Context: an optimization exercise on an open-source flow, tuned for small area. The choices shown serve that exercise and are no tape-out recipe. At most, simulation tests tie the RTL to the original design; equivalence was not proved. Power figures rest on the tool's default switching activity, not on a simulated workload.

== the previous run ==
Design Pipeline_CPU, start of the top module:
module Pipeline_CPU(
    input clk,
    input rst,
    input[31:0] Data_in,
    input[31:0] inst_IF,
    output[31:0] PC_out_IF,
    output[31:0] PC_out_ID,
    output[31:0] inst_ID,
    output[31:0] PC_out_EX,
    output       MemRW_Ex,
    output       MemRW_Mem,
    output[31:0] Addr_out,
    output[31:0] Data_out,
    output[31:0] Data_out_WB
);
    wire [31:0] pc_if;
    wire [31:0] pc_id, inst_id, rs1_id, rs2_id;
    wire [3:0]  immtype_id;
    wire        alusrc_id, sub_id, alusrc_ex, alusrc_n_ex, sub_ex;
    wire [31:0] pc_ex, rs1_ex, rs2_ex;
    wire [31:2] ir_ex;
    wire [3:0]  immtype_ex;
    wire [4:0]  rd_ex;
    wire        memrw_ex, memtoreg_ex, pctoreg_ex, regwrite_ex;
    wire [1:0]  br_ex;
    wire [31:0] target_ex, pc4_ex, alu_ex;
    wire [31:0] target_mem, pc4_mem, alu_mem, rs2_mem;
    wire [4:0]  rd_mem;
    wire [1:0]  br_mem;
    wire        memrw_mem, memtoreg_mem, pctoreg_mem, regwrite_mem;
    wire        pcsrc, pcsrc_n;
    wire [31:0] wb_next, wb_data;
    wire [4:0]  rd_wb;
    wire        regwrite_wb;
    Pipeline_IF Instruction_Fetch (
        .clk_IF(clk),
        .rst_IF(rst),
        .PC_in_IF(target_mem),
        .PCSrc(pcsrc),
        .PCSrc_n(pcsrc_n),
        .PC_out_IF(pc_if)
    );
    IF_reg_ID IF_reg_ID (
        .clk_IFID(clk),
        .rst_IFID(rst),
        .PC_in_IFID(pc_if),
        .inst_in_IFID(inst_IF),
        .PC_out_IFID(pc_id),
        .inst_out_IFID(inst_id)
    );
    Pipeline_ID Instruction_Decoder (
        .clk_ID(clk),
        .rst_ID(rst),
        .RegWrite_in_ID(regwrite_wb),
        .Rd_addr_ID(rd_wb),
        .Wt_data_ID(wb_data),
        .Inst_in_ID(inst_id),
        .Rs1_out_ID(rs1_id),
        .Rs2_out_ID(rs2_id),
        .ImmType_ID(immtype_id),
        .ALUSrc_B_ID(alusrc_id),
        .Sub_ID(sub_id)
    );
    ID_reg_Ex ID_reg_Ex (
        .clk_IDEX(clk),
        .rst_IDEX(rst),
        .PC_in_IDEX(pc_id),
        .inst_in_IDEX(inst_id),
        .ImmType_in_IDEX(immtype_id),
        .Rs1_in_IDEX(rs1_id),
        .Rs2_in_IDEX(rs2_id),
        .ALUSrc_B_in_IDEX(alusrc_id),
        .Sub_in_IDEX(sub_id),
        .PC_out_IDEX(pc_ex),
        .inst_out_IDEX(ir_ex),
        .ImmType_out_IDEX(immtype_ex),
        .Rs1_out_IDEX(rs1_ex),
        .Rs2_out_IDEX(rs2_ex),
        .ALUSrc_B_out_IDEX(alusrc_ex),
        .ALUSrc_B_n_out_IDEX(alusrc_n_ex),
        .Sub_out_IDEX(sub_ex)
    );
  ...
export LEC_CHECK = 0
export CAP_MARGIN = 20
export CORE_MARGIN = 2
export CORE_UTILIZATION = 60
export GPL_TIMING_DRIVEN = 0
export SLEW_MARGIN = 20
export SYNTH_HIERARCHICAL = 1
create_clock -name core_clock -period 6.3 [get_ports {clk}]
standard.sh (not shown) runs the stock make flow with config.mk's settings and CLKGATE_MAP_FILE= SYNTH_SCRIPT=/design/flow/synth_recipe.tcl, a recipe that flattens the netlist after the stock synthesis.
==> flow/flow/run.sh <==
#!/bin/bash
# Layout flow: the standard flow (standard.sh) with these changes:
#  - the port buffers are the smallest buffer cell (buf_1);
#  - the clock tree is built from clkbuf_8, with clkbuf_8 driving
#    clusters of at most 18
#    sinks, without dummy loads;
#  - the larger buffers (buf_6 and up) are not used, so that repair
#    buffers the high-fanout nets with small buffers;
#  - the buffers synthesis made are removed before placement
#    (REMOVE_ABC_BUFFERS), as the standard flow's timing-driven
#    placement would.
# Each step's full log is under orfs/logs; standard.sh's own output goes
# to standard.log.
set -e
PLATFORM_DONT_USE="$(sed -n '/^export DONT_USE_CELLS += /,/^#/p' $FLOW_HOME/platforms/sky130hd/config.mk | grep -o 'sky130_fd_sc_hd__[a-z0-9_]*' | tr '\n' ' ')"
EXTRA_DONT_USE="sky130_fd_sc_hd__buf_6 sky130_fd_sc_hd__buf_8 sky130_fd_sc_hd__buf_12 sky130_fd_sc_hd__buf_16 sky130_fd_sc_hd__bufbuf_8 sky130_fd_sc_hd__bufbuf_16"
export BUFFER_PORTS_ARGS="-buffer_cell sky130_fd_sc_hd__buf_1"
export CTS_ARGS="-sink_clustering_enable -repair_clock_nets -buf_list sky130_fd_sc_hd__clkbuf_8 -sink_clustering_buffer sky130_fd_sc_hd__clkbuf_8 -sink_clustering_size 18 -sink_clustering_max_diameter 45 -dont_use_dummy_load"
bash standard.sh "DONT_USE_CELLS=$PLATFORM_DONT_USE $EXTRA_DONT_USE" REMOVE_ABC_BUFFERS=1 finish > standard.log 2>&1
> inputs changed (the previous run -> the current run)
- changing CORE_UTILIZATION from 60 to 65
==> flow/flow/run.sh <==
#!/bin/bash
# Layout flow: the standard flow (standard.sh) with these changes:
#  - the port buffers are the smallest buffer cell (buf_1);
#  - the clock tree is built from clkbuf_8, with clkbuf_4 driving
#    clusters of at most 8
#    sinks, without dummy loads;
#  - the larger buffers (buf_6 and up) are not used, so that repair
#    buffers the high-fanout nets with small buffers;
#  - the buffers synthesis made are removed before placement
#    (REMOVE_ABC_BUFFERS), as the standard flow's timing-driven
#    placement would.
# Each step's full log is under orfs/logs; standard.sh's own output goes
# to standard.log.
set -e
PLATFORM_DONT_USE="$(sed -n '/^export DONT_USE_CELLS += /,/^#/p' $FLOW_HOME/platforms/sky130hd/config.mk | grep -o 'sky130_fd_sc_hd__[a-z0-9_]*' | tr '\n' ' ')"
EXTRA_DONT_USE="sky130_fd_sc_hd__buf_6 sky130_fd_sc_hd__buf_8 sky130_fd_sc_hd__buf_12 sky130_fd_sc_hd__buf_16 sky130_fd_sc_hd__bufbuf_8 sky130_fd_sc_hd__bufbuf_16"
export BUFFER_PORTS_ARGS="-buffer_cell sky130_fd_sc_hd__buf_1"
export CTS_ARGS="-sink_clustering_enable -repair_clock_nets -buf_list sky130_fd_sc_hd__clkbuf_8 -sink_clustering_buffer sky130_fd_sc_hd__clkbuf_4 -sink_clustering_size 8 -sink_clustering_max_diameter 35 -dont_use_dummy_load"
bash standard.sh "DONT_USE_CELLS=$PLATFORM_DONT_USE $EXTRA_DONT_USE" REMOVE_ABC_BUFFERS=1 finish > standard.log 2>&1
### Flow results
The flow did not stop early for the current run: all stages ran, and the layout cleared the timing, DRC and antenna checks.
The current run vs. the previous run: proportion of layout cells with a drive suffix above 1 went up by 1.1 points.
Post-DP HPWL (the current run vs. the previous run) decreases by a few percent
Re post-synthesis share of cell area spent on xor and xnor gates: no difference whatsoever between the previous run and the current run.
Comparing the current run against the previous run, there is no change at all in cell count after synthesis.
Post-route fraction of the period consumed by the critical path: the previous run vs the current run — no meaningful difference
No run of this note included a check of the RTL's function; only the layout flow was run.

Pipeline_CPU, a different RTL version from the one above (not shown whole).
Size: about 3600 cells after synthesis, ~290 I/O pins, ~0.058 mm² of cells after synthesis.
export LEC_CHECK = 0
export CAP_MARGIN = 20
export CORE_MARGIN = 2
export CORE_UTILIZATION = 60
export GPL_TIMING_DRIVEN = 0
export SLEW_MARGIN = 20
export SYNTH_HIERARCHICAL = 1
create_clock -name core_clock -period 6.3 [get_ports {clk}]
==> flow/flow/run.sh <==
#!/bin/bash
# Layout flow: the standard flow (standard.sh) with these changes:
#  - the port buffers are the smallest buffer cell (buf_1);
#  - the clock tree is built from clkbuf_8 in clusters of at most 16
#    sinks, without dummy loads;
#  - the larger buffers (buf_6 and up) are not used, so that repair
#    buffers the high-fanout nets with small buffers;
#  - the buffers synthesis made are removed before placement
#    (REMOVE_ABC_BUFFERS), as the standard flow's timing-driven
#    placement would.
# Each step's full log is under orfs/logs; standard.sh's own output goes
# to standard.log.
set -e
PLATFORM_DONT_USE="$(sed -n '/^export DONT_USE_CELLS += /,/^#/p' $FLOW_HOME/platforms/sky130hd/config.mk | grep -o 'sky130_fd_sc_hd__[a-z0-9_]*' | tr '\n' ' ')"
EXTRA_DONT_USE="sky130_fd_sc_hd__buf_6 sky130_fd_sc_hd__buf_8 sky130_fd_sc_hd__buf_12 sky130_fd_sc_hd__buf_16 sky130_fd_sc_hd__bufbuf_8 sky130_fd_sc_hd__bufbuf_16"
export BUFFER_PORTS_ARGS="-buffer_cell sky130_fd_sc_hd__buf_1"
export CTS_ARGS="-sink_clustering_enable -repair_clock_nets -buf_list sky130_fd_sc_hd__clkbuf_8 -sink_clustering_size 16 -sink_clustering_max_diameter 50 -dont_use_dummy_load"
bash standard.sh "DONT_USE_CELLS=$PLATFORM_DONT_USE $EXTRA_DONT_USE" REMOVE_ABC_BUFFERS=1 finish > standard.log 2>&1
The starting point went through all stages and came out clean.
Edit:
==> flow/flow/run.sh (replaced) <==
#!/bin/bash
# Layout flow: the standard flow (standard.sh) with three changes:
#  - the port buffers are the smallest buffer cell (buf_1);
#  - the clock tree is built from clkbuf_8 in clusters of at most 16
#    sinks, without dummy loads;
#  - the largest buffers (buf_8 and up) are not used, so that repair
#    buffers the high-fanout nets with small buffers.
# Each step's full log is under orfs/logs; standard.sh's own output goes
# to standard.log.
set -e
PLATFORM_DONT_USE="$(sed -n '/^export DONT_USE_CELLS += /,/^#/p' $FLOW_HOME/platforms/sky130hd/config.mk | grep -o 'sky130_fd_sc_hd__[a-z0-9_]*' | tr '\n' ' ')"
EXTRA_DONT_USE="sky130_fd_sc_hd__buf_8 sky130_fd_sc_hd__buf_12 sky130_fd_sc_hd__buf_16 sky130_fd_sc_hd__bufbuf_8 sky130_fd_sc_hd__bufbuf_16"
export BUFFER_PORTS_ARGS="-buffer_cell sky130_fd_sc_hd__buf_1"
export CTS_ARGS="-sink_clustering_enable -repair_clock_nets -buf_list sky130_fd_sc_hd__clkbuf_8 -sink_clustering_size 16 -sink_clustering_max_diameter 50 -dont_use_dummy_load"
bash standard.sh "DONT_USE_CELLS=$PLATFORM_DONT_USE $EXTRA_DONT_USE" finish > standard.log 2>&1
Utilization climbs by 0.86 points.
Die area hardly moves.
Final cell count climbs slightly.
Design area climbs slightly.
Global-route usage climbs by 1.4 points.
Setup slack improves by 150 ps.
Critical path depth does not change.
Function was not checked in any run of this note: the RTL went through the layout flow alone.

Setup of run A:
Pipeline_CPU, a different RTL version from the one above (not shown whole).
Size: roughly 290 I/O pins.
export LEC_CHECK = 0
export CAP_MARGIN = 20
export CORE_MARGIN = 2
export CORE_UTILIZATION = 65
export GPL_TIMING_DRIVEN = 1
export SLEW_MARGIN = 20
export SYNTH_HIERARCHICAL = 1
create_clock -name core_clock -period 6.3 [get_ports {clk}]
==> flow/flow/run.sh <==
#!/bin/bash
# Layout flow: the standard flow (standard.sh) with these changes:
#  - the port buffers are the smallest buffer cell (buf_1);
#  - the clock tree is built from clkbuf_8, with clkbuf_4 driving
#    clusters of at most 8 sinks, without dummy loads;
#  - the larger buffers (buf_6 and up) are not used, so that repair
#    buffers the high-fanout nets with small buffers;
#  - the buffers synthesis made are removed before placement
#    (REMOVE_ABC_BUFFERS), as the standard flow's timing-driven
#    placement would.
# Each step's full log is under orfs/logs; standard.sh's own output goes
# to standard.log.
set -e
PLATFORM_DONT_USE="$(sed -n '/^export DONT_USE_CELLS += /,/^#/p' $FLOW_HOME/platforms/sky130hd/config.mk | grep -o 'sky130_fd_sc_hd__[a-z0-9_]*' | tr '\n' ' ')"
EXTRA_DONT_USE="sky130_fd_sc_hd__buf_6 sky130_fd_sc_hd__buf_8 sky130_fd_sc_hd__buf_12 sky130_fd_sc_hd__buf_16 sky130_fd_sc_hd__bufbuf_8 sky130_fd_sc_hd__bufbuf_16"
export BUFFER_PORTS_ARGS="-buffer_cell sky130_fd_sc_hd__buf_1"
export CTS_ARGS="-sink_clustering_enable -repair_clock_nets -buf_list sky130_fd_sc_hd__clkbuf_8 -sink_clustering_buffer sky130_fd_sc_hd__clkbuf_4 -sink_clustering_size 8 -sink_clustering_max_diameter 35 -dont_use_dummy_load"
bash standard.sh "DONT_USE_CELLS=$PLATFORM_DONT_USE $EXTRA_DONT_USE" REMOVE_ABC_BUFFERS=1 finish > standard.log 2>&1
Input-level comparison between run B and run A:
# run A
export LEC_CHECK = 0
export CAP_MARGIN = 20
export CORE_MARGIN = 2
export CORE_UTILIZATION = 65
export GPL_TIMING_DRIVEN = 1
export SLEW_MARGIN = 20
export SYNTH_HIERARCHICAL = 1
create_clock -name core_clock -period 6.3 [get_ports {clk}]
# run B
export LEC_CHECK = 0
export CAP_MARGIN = 20
export CORE_MARGIN = 2
export CORE_UTILIZATION = 60
export GPL_TIMING_DRIVEN = 1
export SLEW_MARGIN = 20
export SYNTH_HIERARCHICAL = 1
create_clock -name core_clock -period 6.3 [get_ports {clk}]
[summary]
Lower clock latency reported for the late side of the worst-skew pair goes to run A over run B.
Run B and run A ended up with roughly the same design area.
Delta (run B minus run A): share of cells above drive strength 1 increased 0.41 points; chip height increased 4.0%; proportion of power drawn by the clock network increased 0.3 points.
Est. power | run B vs run A | run B higher
Proportion of cell area occupied by multi-input gates essentially unchanged between run B and run A.
Run A reports its standard cell with the maximum stage delay on the critical path as or4_4 while run B reports dfrtp_1.
In run B, the achievable frequency came out 0.47% above the value in run A.
Setup changes, run B to run C
-- flow/flow/run.sh --
<<< run B, line 4
#  - the clock tree is built from clkbuf_8, with clkbuf_4 driving
#    clusters of at most 8 sinks, without dummy loads;
#  - the larger buffers (buf_6 and up) are not used, so that repair
>>> run C, line 4
#  - the clock tree is built from clkbuf_8, with clkbuf_4 driving
#    clusters of at most 9 sinks, without dummy loads;
#  - the larger buffers (buf_6 and up) are not used, so that repair
<<< run B, line 16
export BUFFER_PORTS_ARGS="-buffer_cell sky130_fd_sc_hd__buf_1"
export CTS_ARGS="-sink_clustering_enable -repair_clock_nets -buf_list sky130_fd_sc_hd__clkbuf_8 -sink_clustering_buffer sky130_fd_sc_hd__clkbuf_4 -sink_clustering_size 8 -sink_clustering_max_diameter 35 -dont_use_dummy_load"
bash standard.sh "DONT_USE_CELLS=$PLATFORM_DONT_USE $EXTRA_DONT_USE" REMOVE_ABC_BUFFERS=1 finish > standard.log 2>&1
>>> run C, line 16
export BUFFER_PORTS_ARGS="-buffer_cell sky130_fd_sc_hd__buf_1"
export CTS_ARGS="-sink_clustering_enable -repair_clock_nets -buf_list sky130_fd_sc_hd__clkbuf_8 -sink_clustering_buffer sky130_fd_sc_hd__clkbuf_4 -sink_clustering_size 9 -sink_clustering_max_diameter 35 -dont_use_dummy_load"
bash standard.sh "DONT_USE_CELLS=$PLATFORM_DONT_USE $EXTRA_DONT_USE" REMOVE_ABC_BUFFERS=1 finish > standard.log 2>&1
[summary]
Run B ended up with ID_reg_Ex.ImmType_out_IDEX[0] as its timing startpoint of the critical path; run C ended up with ID_reg_Ex.ImmType_out_IDEX[1].
[run C vs run B] number of cells on the critical path: lower in run C
On final worst-path cycle share: between run C and run B, it ends up higher for run B.
Total detailed-routing wirelength delta (run B -> run C): insignificant
Per the comparison of run C with run B, first-pass GRT wire length essentially unchanged; design area was more or less identical; part of the total power dissipated in the clock network moved down; area taken by flip-flops and latches roughly the same.

==> port drivers added, routing unchanged <==
No port has a modelled driver above. Below, the same layouts with a new extraction and two added sets of constraints.
Step 1 sets driving cells, clkbuf_16 on the clock port and buf_2 on the other inputs (assumed; they add their load-dependent delay and slew).
Step 2 adds t to the input delays and takes it off the output delays; t is the mean of the earliest and latest rising clock arrival at the registers after step 1. Input paths then give back, and output paths get back, about the clock's delay inside the block.
Slacks: ideal ports / drivers / drivers and shift; pairs: ideal ports / drivers.
run	t (ns)	setup slack, ns	latest minus earliest clock arrival (ns)	slew at the worst register clock pin (ns)
the previous run	0.917	0.071 / -0.005 / 0.275	0.117 / 0.118	0.12 / 0.12
the current run	0.910	0.064 / -0.006 / 0.292	0.113 / 0.113	0.10 / 0.10
the first run of note 2	0.902	0.036 / -0.045 / 0.190	0.106 / 0.107	0.10 / 0.10
the second run of note 2	0.910	0.182 / 0.108 / 0.215	0.125 / 0.124	0.11 / 0.11
run A	0.935	0.131 / 0.058 / 0.159	0.110 / 0.109	0.10 / 0.10
run B	0.944	0.160 / 0.082 / 0.232	0.151 / 0.151	0.10 / 0.10
run C	0.955	0.201 / 0.122 / 0.249	0.144 / 0.144	0.11 / 0.11
After both steps setup and hold are still met in every run listed.
